This is an optimization exercise on Yosys and OpenROAD, whose aim is small area, not a production implementation. Function not checked in this run: the RTL went through the layout flow alone. Power figures rest on the tool's default switching activity, not on a simulated workload.

[design/flow/run.sh]
#!/bin/bash
# synth_recipe.tcl (not shown) runs the flow's synth.tcl, then flattens the netlist and writes it again
# the make line also repeats each setting of config.mk as NAME=value (left out here)
make -C /OpenROAD-flow-scripts/flow DESIGN_CONFIG=/design/flow/config.mk WORK_HOME=/design/flow/orfs CLKGATE_MAP_FILE= SYNTH_SCRIPT=/design/flow/synth_recipe.tcl finish
[design/flow/config.mk]
export PLATFORM = sky130hd
export DESIGN_NAME = ws2812_top
export DESIGN_NICKNAME = ws2812_top
export VERILOG_FILES = /design/flow/design.v
export SDC_FILE = /design/flow/constraint.sdc
export NUM_CORES = 4
export LEC_CHECK = 0
export ABC_CLOCK_PERIOD_IN_PS = 48900
export CAP_MARGIN = 20
export CORE_MARGIN = 2
export CORE_UTILIZATION = 45
export CTS_CLUSTER_DIAMETER = 100
export CTS_CLUSTER_SIZE = 30
export PLACE_DENSITY = 0.6
export SLEW_MARGIN = 20
[design/flow/constraint.sdc]
create_clock -name core_clock -period 48.9 [get_ports {clk}]
set_input_delay 9.7800 -clock core_clock [delete_from_list [all_inputs] [get_ports {clk}]]
set_output_delay 9.7800 -clock core_clock [all_outputs]
set_load 0.01 [all_outputs]
[design/flow/design.v]
module ws2812_top(input clk, input reset, input spi_valid, input spi_data, output reg led);
	localparam D = 24;           
	localparam NL = 63;          
	reg [4:0] ph;
	always @(posedge clk)
		if (reset || ph == D-1) ph <= 0;
		else ph <= ph + 1'b1;
	reg [4:0] ms;
	reg [4:0] mk;
	reg [5:0] ml;
	reg spiFinished;
	reg pend;
	reg running;
	reg resCounting;
	wire swcond = ~running & ~resCounting & spiFinished & ~pend;
	wire accept = spi_valid & (~spiFinished | pend);
	wire msLast = (ms == D-1);
	always @(posedge clk) begin
		if (reset) begin
			ms <= 0;
			mk <= 0;
			ml <= 0;
			spiFinished <= 0;
			pend <= 0;
		end else begin
			if (accept) begin
				spiFinished <= msLast & (mk == 5'd31);
				if (msLast) begin
					ms <= 0;
					mk <= mk + 1'b1;
					ml <= (ml == NL-1) ? 6'd0 : ml + 1'b1;
				end else
					ms <= ms + 1'b1;
			end
			if (swcond)
				pend <= 1;
			else if (spi_valid & ~spiFinished)
				pend <= 0;
		end
	end
	reg [D-1:0] w;
	always @(posedge clk)
		if (accept) w[ms] <= spi_data;
	reg [NL-1:0] ring [0:D-1];
	wire [NL-1:0] tap = ring[D-1];
	wire [5:0] mlp = (ml == 0) ? NL-1 : ml - 1'b1;
	wire [5:0] cl = (ph < ms) ? ml : mlp;
	wire cdata = w[ph];
	integer i;
	always @(posedge clk) begin
		for (i = D-1; i > 0; i = i - 1)
			ring[i] <= ring[i-1];
	end
	genvar g;
	generate for (g = 0; g < NL; g = g + 1) begin : lane
		always @(posedge clk)
			ring[0][g] <= (cl == g) ? cdata : tap[g];
	end endgenerate
	reg [4:0] count;
	reg [4:0] rs;
	reg [5:0] rl;
	reg [4:0] rk;
	reg x;
	reg d;
	wire use8 = running & (count == 8);
	wire rwrap = use8 & (rs == D-1);
	wire lastBit = (rs == 0) & (rk == 0);
	wire gapCarry = resCounting & (count == 5'd31);
	wire finish = gapCarry & x & (rk == 5'd31);
	always @(posedge clk)
		if (ph == rs) d <= tap[rl];
	always @(posedge clk) begin
		if (reset) begin
			rs <= 0;
			rl <= 0;
		end else if (use8) begin
			if (rs == D-1) begin
				rs <= 0;
				rl <= (rl == NL-1) ? 6'd0 : rl + 1'b1;
			end else
				rs <= rs + 1'b1;
		end
	end
	always @(posedge clk) begin
		if (reset) begin
			rk <= 0;
			x <= 0;
		end else begin
			if (rwrap | gapCarry)
				rk <= rk + 1'b1;
			if (gapCarry & (rk == 5'd31))
				x <= ~x;
		end
	end
	always @(posedge clk) begin
		if (reset)
			count <= 0;
		else if (swcond)
			count <= 5'd31;
		else if (running & (count == 24))
			count <= 0;
		else if (running | resCounting)
			count <= count + 1'b1;
	end
	always @(posedge clk) begin
		if (reset) begin
			running <= 0;
			resCounting <= 0;
		end else begin
			if (swcond)
				running <= 1;
			else if (running) begin
				if (lastBit && count == 24) begin
					running <= 0;
					resCounting <= 1;
				end
			end else if (finish)
				resCounting <= 0;
		end
	end
	always @(posedge clk) begin
		if (reset || ~running)
			led <= 0;
		else if (count == 0)
			led <= 1;
		else if ((count == 8 && ~d) || count == 16)
			led <= 0;
	end
endmodule
==> run notes <==
area by class of cell:
cell class	instances	area (um2)
Clock inverter	5	83.8
Inverter	24	90.1
Timing Repair Buffer	10	85.1
Tap cell	1060	1330
Antenna cell	3	7.51
Multi-Input combinational cell	520	4060
Sequential cell	1585	32000
Clock buffer	63	1530
Fill cell	6611	41100
synth_stat cells (19+ instances only):
master	instances
sky130_fd_sc_hd__a21oi_1	19
sky130_fd_sc_hd__clkbuf_1	19
sky130_fd_sc_hd__dfxtp_1	1560
sky130_fd_sc_hd__edfxtp_1	25
sky130_fd_sc_hd__ha_1	25
sky130_fd_sc_hd__inv_1	23
sky130_fd_sc_hd__mux2_2	75
sky130_fd_sc_hd__mux4_2	19
sky130_fd_sc_hd__nand2_1	101
sky130_fd_sc_hd__nor2_1	62
sky130_fd_sc_hd__nor3_1	26
sky130_fd_sc_hd__o21ai_0	19
critical path, cell delays in order:
cell and delay, ns:
sky130_fd_sc_hd__clkdlybuf4s50_1 0.49, sky130_fd_sc_hd__nand2_1 0.10, sky130_fd_sc_hd__inv_2 0.50, sky130_fd_sc_hd__nand3_1 0.24, sky130_fd_sc_hd__nor3_2 0.42, sky130_fd_sc_hd__buf_4 0.27
sky130_fd_sc_hd__nand4_1 0.15, sky130_fd_sc_hd__xnor2_1 0.20, sky130_fd_sc_hd__nor2_1 0.07
worst paths after layout:
check / startpoint / endpoint / slack (ns) / cells past startpoint
max: spi_valid / ml[4]$_SDFFE_PP0P_ / 37.20 / 9
min: ring[19][53]$_DFF_P_ / ring[20][53]$_DFF_P_ / 0.31 / 0
max reg2reg: ms[4]$_SDFFE_PP0P_ / ring[0][45]$_DFF_P_ / 45.19 / 9
min reg2reg: ring[19][53]$_DFF_P_ / ring[20][53]$_DFF_P_ / 0.31 / 0
power by group through the flow:
| stage | sequential, mW | clock [mW] | combinational [mW] |
|---|---|---|---|
| 2_1_floorplan | 1.38 | 0 | 0.0313 |
| 3_3_place_gp | 1.39 | 0 | 0.0386 |
| 3_5_place_dp | 1.39 | 0 | 0.0391 |
| 4_1_cts | 1.36 | 0.606 | 0.0392 |
| 5_1_grt | 1.37 | 0.649 | 0.0422 |
| 6_report | 1.36 | 0.582 | 0.0384 |
state kept, by name, summed over array words and instances, names as in the netlist, 5 cells and up:
signal	cells
ph	5
count	5
rk	5
ring	1512
rl	6
rs	5
ms	5
w	24
mk	5
ml	6
metal layers:
layer	track usage, %	vias to the layer above
li1	-	7014
met4	3.99	0
met3	1.99	85
met2	16.8	166
met5	0	-
met1	16.5	6657
kinds of logic (layout without fill, tap and decap cells):
kind of cell / after synthesis / after routing / synth area share [%]
flip-flops: 1585 / 1585 / 87.9
AND/OR/NAND/NOR: 262 / 262 / 3.44
multiplexers: 118 / 118 / 4.44
AO/OA/AOI/OAI: 81 / 81 / 1.59
buffers and inverters: 63 / 102 / 0.925
XOR/XNOR: 34 / 34 / 0.819
adder cells (fa/ha/maj): 25 / 25 / 0.860
other: 0 / 3 / 0
==> flow_summary_export.csv <==
group,metric,value,unit
outcome,result_of_the_run,"no timing/DRC/antenna violations",
clock_tree,clock_path_buffers,3,
place,hpwlAfterDp,28000,um
timing,slew_viol_final,0,
timing,finalHoldViolCount,0,
floorplan,top_level_ports,5,
timing,setup_ws,37.20,ns
logic_synthesis,synth-async-reset-ratio,0,%
clock_tree,postCtsHoldBufs,0,
detailed_routing,met3_length,1400,um
timing,finalWorstPathRequiredPeriod,11.70,ns
logic_synthesis,postSynthRegisterBits,1585,
timing,timing.fmax,85.4,MHz
detailed_routing,drtAntennaViolNets,0,
worst_setup_path,crit_required,49.44,ns
clock_tree,cts_resized,0,
layout,post_route_cells_drive_above_1_share,8.84,%
timing,slew-limit-headroom,28.9,%
grt,first_global_vias,13800,
timing,hold_ws,0.315,ns
floorplan,die_width,288,um
grt,grt.total_usage,11.3,%
logic_synthesis,synth_fp_nets,2197,
logic_synthesis,synth_edf_count,25,
grt,grt_overflow,0,
logic_synthesis,yosysWarnings,2,
floorplan,std_cell_rows,104,
clock_tree,cts.sinks,1585,
layout,finalCoreUtilization,48.8,%
logic_synthesis,netlist_top_cells_area,"sky130_fd_sc_hd__dfxtp_1 (86%), sky130_fd_sc_hd__mux2_2 (2.3%), sky130_fd_sc_hd__edfxtp_1 (2.1%)",
worst_setup_path,cp.arrival,12.24,ns
power_and_ir_drop,power.leakage,15.2,nW
timing,grt_setup_unrepaired,"no",
power_and_ir_drop,netSwitchingFraction,19.6,%
clock_tree,number_of_buffers_inserted_during_clock_tree_synthesis,59,
worst_setup_path,startpoint_kind_of_the_worst_setup_timing_path,"input pin",
power_and_ir_drop,power.density_cell_area,50.5,nW/um2
layout,post_layout_nonfiller_instances,3270,
detailed_routing,dr.max_layer_used,"met4",
floorplan,fp.dieArea,83100,um2
layout,fin_nets,2229,
power_and_ir_drop,p_seq_share,68.7,%
layout,finalInstanceArea,39200,um2
detailed_routing,drt_wl_total,46000,um
clock_tree,ctsHtreeMaxLevel,2,
grt,grt_antenna_before_repair,2,
power_and_ir_drop,ir_worst_vdd,0.0301,mV
place,placement_stage_worst_setup_slack,36.10,ns
layout,area_growth,7.68,%
worst_setup_path,timing.critical_path.to_type,"flop",
logic_synthesis,post_synth_num_cell_types,65,
detailed_routing,detailedRoute.firstIterationViolations,632,
logic_synthesis,syn_area_per_cell,16.8,um2
floorplan,placeableCoreArea,80300,um2
timing,post-route-period-util,23.9,%
detailed_routing,number_of_iterations_in_the_first_detailed_routing_pass,5,
detailed_routing,wl_met2,19300,um
floorplan,initial_cell_density_of_the_core,45.3,%
logic_synthesis,synth_largest_type_area_fraction,85.9,%
detailed_routing,vias_per_cell,4.26,
clock_tree,tritoncts,"done",
power_and_ir_drop,clock_power_share,29.4,%
power_and_ir_drop,combPwrFrac,1.9,%
grt,first_pass_grt_wire_length,74000,um
timing,setup_total_negative_slack,0,ns
layout,layout.cells.most_common,"sky130_fd_sc_hd__dfxtp_1",
power_and_ir_drop,p_sw,389,uW
timing,final_setup_violation_count,0,
detailed_routing,via_count,13900,
clock_tree,clock_tree.root_cell,"sky130_fd_sc_hd__clkbuf_16",
worst_setup_path,worstSetupPathType,"in2reg",
place,placed_insts,3198,
place,gp_routability_congestion,0.772,
place,detailed_place.area,37500,um2
timing,tightestPinTransition,1.06,ns
place,placement.io_buffers,4,
flow_run,max_cap_violations,0,
logic_synthesis,netlist_area,36400,um2
power_and_ir_drop,post-layout-total-power,1.98,mW
min_path,min-delay-path-class,"reg2reg",
power_and_ir_drop,power_report.internal_total,1.59,mW
logic_synthesis,yosysSeqAreaShare,87.9,%
detailed_routing,routed_wire_length_per_instance,14.1,um
logic_synthesis,synth_top_area_cell,"sky130_fd_sc_hd__dfxtp_1",
logic_synthesis,dominantRegCellSynth,"sky130_fd_sc_hd__dfxtp_1",
floorplan,fp.dieH,288,um
logic_synthesis,postSynthCellCount,2168,
clock_tree,cts_setup_buffers,0,
worst_setup_path,crit_path_max_fanout,30,
clock_tree,clk_transition_reported_paths,0.11,ns
layout,layout_common_cells,"sky130_fd_sc_hd__dfxtp_1 (1560), sky130_fd_sc_hd__nand2_1 (101), sky130_fd_sc_hd__mux2_2 (75)",
timing,finClkSkew,0.0241,ns
detailed_routing,met1Wirelength,24000,um
clock_tree,clk_latency,0.65,ns
detailed_routing,post-route-drc-count,0,
grt,pin_count_of_the_biggest_net_entering_global_routing,64,

port drivers added, routing unchanged:
No port has a modelled driver above. Below, the same layout with a new extraction and two added sets of constraints. Step 1 sets driving cells, clkbuf_16 on the clock port and buf_2 on the other inputs (assumed; they add their load-dependent delay and slew). Step 2 times the ports against the registers' clock, not the clock port: input delays grow and output delays shrink by t, the midpoint of the rising clock arrivals with the driver on. Three values: ideal, step 1, step 2; two values: the first two.
t (ns): 0.705
setup slack, ns: 37.196 / 37.235 / 36.530
clock arrival spread, ns: 0.026 / 0.026
After both steps this run still meets setup and hold. For this run, drivers alone change the setup slack by +0.039 ns; drivers and shift together by -0.666 ns.
